Background: an optimization exercise with open tools, aiming at small area and a short achievable clock period. Do not read the settings as production practice. Function was checked by simulation only, so behaviour that the tests miss may differ from the original.

**design/flow/run.sh**
```bash
#!/bin/bash
# synth_recipe.tcl (not shown) runs the flow's synth.tcl, then flattens the netlist and writes it again
# the make line also repeats each setting of config.mk as NAME=value (left out here)
make -C /OpenROAD-flow-scripts/flow DESIGN_CONFIG=/design/flow/config.mk WORK_HOME=/design/flow/orfs CLKGATE_MAP_FILE= SYNTH_SCRIPT=/design/flow/synth_recipe.tcl finish
```
**design/flow/constraint.sdc**
```tcl
create_clock -name core_clock -period 20.0 [get_ports {core_clk}]
set_input_delay 4.0000 -clock core_clock [delete_from_list [all_inputs] [get_ports {core_clk}]]
set_output_delay 4.0000 -clock core_clock [all_outputs]
set_load 0.01 [all_outputs]
```
**design/flow/config.mk**
```make
export PLATFORM = sky130hd
export DESIGN_NAME = mapper_lrn
export DESIGN_NICKNAME = mapper_lrn
export VERILOG_FILES = /design/flow/design.v
export SDC_FILE = /design/flow/constraint.sdc
export NUM_CORES = 4
export LEC_CHECK = 0
export CAP_MARGIN = 20
export CORE_MARGIN = 2
export CORE_UTILIZATION = 40
export SLEW_MARGIN = 20
```
**design/flow/design.v**
```verilog
module unsigned_wallace_tree_multiplier #(
    parameter in1_width = 8,
    parameter in2_width = 8
)(
    input  logic [in1_width - 1 : 0]             in1,
    input  logic [in2_width - 1 : 0]             in2,
    output logic [in1_width + in2_width - 1 : 0] out
);
    assign out = in1 * in2;
endmodule
module cla #(
    parameter width = 8
)(
    input  logic [width - 1 : 0] x,
    input  logic [width - 1 : 0] y,
    output logic [width - 1 : 0] sum
);
    assign sum = x + y;
endmodule
module mapper_lrn #(
    parameter N_WIDTH = 2,     
    parameter M_WIDTH = 10,     
    parameter E_WIDTH = 6,     
    parameter F_WIDTH = 6,     
    parameter V_WIDTH = 2,     
    parameter ADDR_BUS_WIDTH = 20,     
    parameter DATA_WIDTH     = 16,     
    parameter ROW_MAJOR      = 1      
)(
    input  logic                             core_clk,                
    input  logic                             reset,                   
    input  logic                             start_normalization,     
    input  logic [N_WIDTH- 1 : 0]            dim4,                    
    input  logic [M_WIDTH- 1 : 0]            dim3,                    
    input  logic [E_WIDTH- 1 : 0]            dim2,                    
    input  logic [F_WIDTH- 1 : 0]            dim1,                    
    input  logic [V_WIDTH- 1 : 0]            padding_num,             
    input  logic                             normalized_window,    
    input  logic                             full_flag,               
    input  logic                             div_out_valid,           
    output logic [ADDR_BUS_WIDTH - 1 : 0]    r_addr,                  
    output logic                             r_enable,                
    output logic [ADDR_BUS_WIDTH - 1 : 0]    w_addr,                  
    output logic                             w_enable,                
    output logic                             normalized_layer         
);  
    logic [(F_WIDTH + E_WIDTH + M_WIDTH) - 1 : 0]  normalized_pixels_count;
    logic [E_WIDTH- 1 : 0] padded_dim2;
    logic [F_WIDTH- 1 : 0] padded_dim1;
    logic [N_WIDTH- 1 : 0]  idx4_w;
    logic [M_WIDTH- 1 : 0]  idx3_w;
    logic [E_WIDTH- 1 : 0]  idx2_w;
    logic [F_WIDTH- 1 : 0]  idx1_w;
    logic [N_WIDTH- 1 : 0]  idx4_r;
    logic [M_WIDTH- 1 : 0]  idx3_r;
    logic [E_WIDTH- 1 : 0]  idx2_r;
    logic [F_WIDTH- 1 : 0]  idx1_r;
    always_comb begin
        padded_dim2 = dim2 + (padding_num << 1);
        padded_dim1 = dim1 + (padding_num << 1);
    end
    logic [F_WIDTH + E_WIDTH - 1 : 0] r_temp_1, r_temp_2; 
    logic [F_WIDTH + E_WIDTH + M_WIDTH - 1 : 0] r_temp_3,r_temp_4; 
    logic [F_WIDTH + E_WIDTH + M_WIDTH + N_WIDTH - 1 : 0] r_temp_5;
    logic [V_WIDTH + E_WIDTH - 1 : 0] w_temp_1; 
    logic [V_WIDTH + F_WIDTH - 1 : 0] w_temp_2; 
    logic [E_WIDTH + V_WIDTH + F_WIDTH - 1 : 0] w_temp_3; 
    logic [F_WIDTH + E_WIDTH - 1 : 0] w_temp_4; 
    logic [F_WIDTH + E_WIDTH + M_WIDTH - 1 : 0] w_temp_5,w_temp_6; 
    logic [F_WIDTH + E_WIDTH + M_WIDTH + N_WIDTH- 1 : 0] w_temp_7;
    unsigned_wallace_tree_multiplier #(.in1_width(F_WIDTH), .in2_width(E_WIDTH)) R_1(
        .in1(idx1_r),
        .in2(dim2),
        .out(r_temp_1)
    );
    unsigned_wallace_tree_multiplier #(.in1_width(F_WIDTH), .in2_width(E_WIDTH)) R_2(
        .in1(dim1),
        .in2(dim2),
        .out(r_temp_2)
    );
    unsigned_wallace_tree_multiplier #(.in1_width(F_WIDTH + E_WIDTH), .in2_width(M_WIDTH)) R_3(
        .in1(r_temp_2),
        .in2(idx3_r),
        .out(r_temp_3)
    );
    unsigned_wallace_tree_multiplier #(.in1_width(F_WIDTH + E_WIDTH), .in2_width(M_WIDTH)) R_4(
        .in1(r_temp_2),
        .in2(dim3),
        .out(r_temp_4)
    );
    unsigned_wallace_tree_multiplier #(.in1_width(F_WIDTH + E_WIDTH + M_WIDTH), .in2_width(N_WIDTH)) R_5(
        .in1(r_temp_4),
        .in2(idx4_r),
        .out(r_temp_5)
    );
    cla #(.width(V_WIDTH + E_WIDTH)) W_1(
        .x({{E_WIDTH{1'b0}}, padding_num}),
        .y({{V_WIDTH{1'b0}}, idx2_w}),
        .sum(w_temp_1)
    );
    cla #(.width(V_WIDTH + F_WIDTH)) W_2(
        .x({{F_WIDTH{1'b0}}, padding_num}),
        .y({{V_WIDTH{1'b0}}, idx1_w}),
        .sum(w_temp_2)
    );
    unsigned_wallace_tree_multiplier #(.in1_width(E_WIDTH), .in2_width(V_WIDTH + F_WIDTH)) W_3(
        .in1(padded_dim2),
        .in2(w_temp_2),
        .out(w_temp_3)
    );
    unsigned_wallace_tree_multiplier #(.in1_width(F_WIDTH), .in2_width(E_WIDTH)) W_4(
        .in1(padded_dim1),
        .in2(padded_dim2),
        .out(w_temp_4)
    );
    unsigned_wallace_tree_multiplier #(.in1_width(F_WIDTH + E_WIDTH), .in2_width(M_WIDTH)) W_5(
        .in1(w_temp_4),
        .in2(idx3_w),
        .out(w_temp_5)
    );
    unsigned_wallace_tree_multiplier #(.in1_width(F_WIDTH + E_WIDTH), .in2_width(M_WIDTH)) W_6(
        .in1(w_temp_4),
        .in2(dim3),
        .out(w_temp_6)
    );
    unsigned_wallace_tree_multiplier #(.in1_width(F_WIDTH + E_WIDTH + M_WIDTH), .in2_width(N_WIDTH)) W_7(
        .in1(w_temp_6),
        .in2(idx4_w),
        .out(w_temp_7)
    );
    assign r_addr = r_temp_5 + r_temp_3 + r_temp_1 + idx2_r;
    assign w_addr = w_temp_7 + w_temp_5 + w_temp_3 + w_temp_1;
    typedef enum logic [2:0] {IDLE, WAIT, READ, PROCESS, WRITE} state_t;
    (* fsm_encoding = "gray" *)
    state_t current_state, next_state;
    always_ff @ (posedge core_clk or posedge reset)
    begin
        if (reset)
            current_state <= IDLE;
        else 
            current_state <= next_state;
    end  
    always @(*) begin
        case(current_state) 
            IDLE  : next_state = (start_normalization) ? READ : IDLE;
            READ  : begin 
                if(full_flag) begin
                    next_state = PROCESS; 
                end else begin
                    next_state = READ; 
                end
            end 
            PROCESS: begin
                if(normalized_layer) begin
                    next_state = IDLE; 
                end
                else if(div_out_valid) begin
                    next_state = WRITE;         
                end else if (normalized_window) begin
                    next_state = WAIT;
                end else begin
                    next_state = PROCESS;       
                end
            end
            WRITE  : begin
                 if(!normalized_window) begin
                    next_state = PROCESS;           
                end
                else begin
                    next_state = WRITE;             
                end
            end 
            WAIT   : begin
                next_state = READ; 
            end
            default: next_state = IDLE;
        endcase 
    end
    always_ff @ (posedge core_clk or posedge reset) begin
        if (reset) begin
            idx4_r <= 0;
            idx3_r <= 0;
            idx2_r <= 0;
            idx1_r <= 0;
            idx4_w <= 0;
            idx3_w <= 0;
            idx2_w <= 0;
            idx1_w <= 0;
            w_enable <= 0;
            r_enable <= 0;
            normalized_pixels_count <= 0;
            normalized_layer <= 0;
        end
        else begin
            case (current_state)
                IDLE: begin
                    idx4_r <= 0;
                    idx3_r <= 0;
                    idx2_r <= 0;
                    idx1_r <= 0;
                    idx4_w <= 0;
                    idx3_w <= 0;
                    idx2_w <= 0;
                    idx1_w <= 0;
                    w_enable <= 0;
                    r_enable <= 0;
                    normalized_pixels_count <= 0;
                    normalized_layer <= 0;
                    if(next_state == READ) r_enable <= 1;
                end
                READ: begin
                        w_enable <= 0;
                        if (idx3_r == dim3-1) r_enable <= 0;
                        if(r_enable) begin
                            if (idx4_r == dim4-1) begin
                                idx4_r <= 0;
                                if (idx3_r == dim3-1) begin
                                    idx3_r <= 0;
                                    if (idx2_r == dim2-1) begin
                                        idx2_r <= 0;
                                        if (idx1_r == dim1-1) begin
                                            idx1_r <= 0;
                                        end
                                        else begin
                                            idx1_r <= idx1_r + 1;
                                        end
                                    end
                                    else idx2_r <= idx2_r + 1;
                                end
                                else idx3_r <= idx3_r + 1;
                            end
                            else idx4_r <= idx4_r + 1;
                        end
                end
                PROCESS: begin
                    r_enable <= 0;
                    normalized_layer <= 0; 
                    if(div_out_valid) begin
                        w_enable <= 1;
                        normalized_pixels_count <= normalized_pixels_count + 1;
                    end
                end
                WRITE: begin
                        r_enable <= 0;
                        w_enable <= 0;
                        if (normalized_pixels_count == dim1 * dim2 * dim3 * dim4) begin
                                normalized_pixels_count <= 0;
                                normalized_layer        <= 1;        
                        end
                        if (w_enable) begin
                        if (idx4_w == dim4-1) begin
                                idx4_w <= 0;
                                if (idx3_w == dim3-1) begin
                                    idx3_w <= 0;
                                    if (idx2_w == dim2-1) begin
                                        idx2_w <= 0;
                                        if (idx1_w == dim1-1) begin
                                            idx1_w <= 0;
                                        end
                                        else begin
                                            idx1_w <= idx1_w + 1;
                                        end
                                    end
                                    else idx2_w <= idx2_w + 1;
                                end
                                else idx3_w <= idx3_w + 1;
                            end
                            else idx4_w <= idx4_w + 1;
                        end              
                end
                WAIT: begin
                    if(next_state == IDLE) r_enable <= 0;
                    else                   r_enable <= 1;
                    normalized_layer <= 0;
                end
            endcase 
        end
    end
endmodule
```
==> flow_metrics.env <==
export IMPL_status="timing/DRC/antenna clean"
export IMPL_gp_congestion=0.906
export IMPL_cts_buffers=9
export IMPL_cts_sinks=76
export IMPL_io_buffer_count=74
export IMPL_hpwlAfterDp_um=65000
export IMPL_crit_path_max_incr_delay_ps=530
export IMPL_area_delta_synth_final_pct=15.5
export IMPL_yosysWarningCount=1
export IMPL_min_delay_path_depth=1
export IMPL_die_h_um=280
export IMPL_drc=0
export IMPL_synth_common_cells="inv_1, fa_1, nand2_1"
export IMPL_final_core_util_pct=46.6
export IMPL_syn_nets=4459
export IMPL_period_minus_slack_ps=19760
export IMPL_cp_end_kind="primary output"
export IMPL_yosys_top_cells_area="fa_1, ha_1, inv_1"
export IMPL_timing_setup_tns_ps=0
export IMPL_grt_usage_pct=20.7
export IMPL_die_x_um=280
export IMPL_cts_tree="built"
export IMPL_synthDistinctLibCells=88
export IMPL_rows=101
export IMPL_grt_pass1_wl_um=130000
export IMPL_fillers=7350
export IMPL_yosysSeqAreaShare_pct=6.22
export IMPL_drtPass1Iterations=5
export IMPL_avgSynthCellArea_um2=8.64
export IMPL_grt_max_degree=49
export IMPL_start_kind="input pin"
export IMPL_die_area_mm2=0.0786
export IMPL_ctsHoldBuffers=0
export IMPL_finalSetupViolations=0
export IMPL_grt_remaining_overflow=0
export IMPL_antenna_found_initial=5
export IMPL_cp_arrival_ps=15760
export IMPL_netlist_area_leader_share_pct=33.0
export IMPL_register_area_mm2=0.00190
export IMPL_hold_path_startpoint="normalized_layer"
export IMPL_io_pins=75
export IMPL_slowest_stage="fa_1"
export IMPL_async_reset_ff_share_pct=100
export IMPL_synthFlopType="dfrtp_1"
export IMPL_cap_violations=0
export IMPL_hold_path_class="reg -> reg"
export IMPL_synth_seq_cells=76
export IMPL_routed_wl_um=79100
export IMPL_grt_pass1_vias=25160
export IMPL_drt_iter0_drc=1209
export IMPL_crit_fanout=6
export IMPL_cts_root_buf="clkbuf_16"
export IMPL_final_area_mm2=0.0353
export IMPL_drive_gt1_share_pct=13.3
export IMPL_cts_clk_slew_worst_paths_ps=70
export IMPL_regToRegSetupSlack_ps=16480
export IMPL_required_ps=16000
export IMPL_syn_area_mm2=0.0306
export IMPL_wl_met2_um=38300
export IMPL_multiInputGateArea_mm2=0.0265
export IMPL_vias=24074
export IMPL_insertion_delay_ps=370
export IMPL_cts_buffer_depth=2
export IMPL_postSynthCellCount=3535
export IMPL_core_mm2=0.0758
export IMPL_cts_htree_levels=3
export IMPL_rsz0062_at_grt="true"
export IMPL_worstRegToRegCells=8
export IMPL_r2r_start="idx3_w[8]"
export IMPL_final_antenna_net_count=0
export IMPL_wl_met1_um=35000
export IMPL_synth_area_leader_cell="fa_1"
export IMPL_final_hold_viol_count=0
export IMPL_fmax_mhz=50.6
export IMPL_fin_crit_sh_pct=98.8
export IMPL_crit_type="in -> out"
export IMPL_routed_top_layer="met5"
export IMPL_worst_slew_pin_slew_ps=1040
export IMPL_drv_slew=0
export IMPL_maxSlewHeadroom_pct=30.7
export IMPL_holdPathEnd="current_state[2]"
export IMPL_wl_per_cell_um=16.7
export IMPL_dr_wl_met3_um=4240
export IMPL_placed_area_mm2=0.0340
export IMPL_skew_ps=13.0
export IMPL_final_nets=4671
export IMPL_reg2reg_to="idx1_w[3]"
export IMPL_post_drt_via_cell_ratio=5.09
export IMPL_synth_edff_count=0
export IMPL_synthMostInstantiatedCell="inv_1"
export IMPL_crit_top_cell="fa_1"
export IMPL_initial_core_util_pct=40.3
[how the worst max path moves through the flow]
stage                    from    endpoint  cells after the start
6_report              dim1[1]  w_addr[19]                     52
5_1_grt        padding_num[1]  w_addr[19]                     53
4_1_cts               dim1[1]  w_addr[19]                     52
3_5_place_dp          dim1[1]  w_addr[19]                     52
3_3_place_gp          dim1[1]  w_addr[19]                     52
2_1_floorplan         dim2[1]  w_addr[19]                     49
[worst max-delay path, delay by kind of cell]
family | cells | cell delay [ps]
simple gates | 7 | 1060
xor+xnor | 5 | 780
fa+ha+maj | 19 | 7320
compound gates | 8 | 1340
buf+inv | 13 | 1280
[placed cells by master, fill, tap and decap left out, types with 11 or more instances in the layout]
master | synthesis | layout
a211oi_1 | 16 | 15
a21o_1 | 36 | 36
a21oi_1 | 67 | 50
a21oi_2 | 3 | 18
a31oi_1 | 21 | 20
and2_1 | 346 | 340
and3_1 | 50 | 50
buf_4 | 0 | 289
clkdlybuf4s50_1 | 0 | 52
dfrtp_1 | 76 | 76
fa_1 | 503 | 497
ha_1 | 389 | 352
ha_4 | 0 | 33
inv_1 | 640 | 635
nand2_1 | 399 | 398
nand2b_1 | 38 | 38
nand3_1 | 49 | 46
nand4_1 | 22 | 22
nor2_1 | 109 | 101
nor2b_1 | 42 | 39
nor3_1 | 34 | 30
o211ai_1 | 15 | 15
o21a_1 | 15 | 15
o21ai_0 | 80 | 65
o21ai_1 | 9 | 16
o31ai_1 | 22 | 21
or2_2 | 11 | 11
or3_1 | 17 | 17
xnor2_1 | 134 | 118
xnor2_2 | 0 | 13
xor2_1 | 77 | 76
[per-stage QoR]
step	instances	hold slack [ps]	worst slack [ps]
2_1_floorplan	3535	470	22.8
3_3_place_gp	4700	503	-1130
3_5_place_dp	4700	521	-1290
4_1_cts	4720	535	-255
5_1_grt	4731	567	-266
6_report	4731	536	242
[final cells by class]
cell class	count	share of cell area [%]
diodes	1	0.00709
clock buffers	9	0.638
clock inverters	7	0.284
inverters	643	6.84
multi-input cells	2644	75.0
flip-flops and latches	76	5.39
well taps	978	3.47
repair buffers	373	8.40
[per-layer routing]
metal	up-vias	track usage, %
li1	11494	-
met1	12005	27.1
met2	467	36.1
met3	102	3.52
met4	6	3.80
met5	-	0
[state kept, by name (all words and copies together), names as in the netlist, 2 cells and up]
signal and cells:
idx1_r 6, idx2_r 6, idx3_w 10, current_state 3
idx1_w 6, normalized_pixels_count 22, idx4_r 2, idx2_w 6
idx3_r 10, idx4_w 2
[kinds of logic (layout without fill, tap and decap cells)]
group                      after synthesis  count (layout)  synth area share [%]
and+or+nand+nor                       1158            1158                  19.5
adders and majority gates              892             892                  48.9
buffers and inverters                  815            1032                  10.1
AOI/OAI and AO/OA                      362             362                  8.10
xor gates and xnor gates               222             222                  6.84
DFF                                     76              76                  6.22
muxes                                   10              10                 0.352
other                                    0               1                     0
[what timing repair did]
action / 4_1_cts / 5_1_grt
gates resized for setup: 87 / 142
endpoints found under the setup margin: 17 / 18
pin swaps: 14 / 98
hold endpoints to repair: 0 / 0
gates cloned: 0 / 0
buffers inserted: 4 / 10

-- static timing again, ports no longer ideal --
The results above use ideal ports. As a check the final layout listed here was re-extracted and re-timed, cells and wires unchanged. Step 1, drivers: a clkbuf_16 drives core_clk and a buf_2 each remaining input, both assumed. Step 2 moves the port delays by t, midway between the first and last clock arrival at a register: inputs arrive t later, outputs are due t later. That takes back most of the time a late clock gives input paths. Three values: no drivers, after step 1, after step 2; two values: the first two.
t, ns: 0.419
setup WS [ns]: 0.242 / 0.176 / 0.176
clock arrival spread, ns: 0.013 / 0.013
After both steps this run still meets setup and hold. The setup slack of this run moves by -0.066 ns with the drivers and by -0.066 ns with both steps.
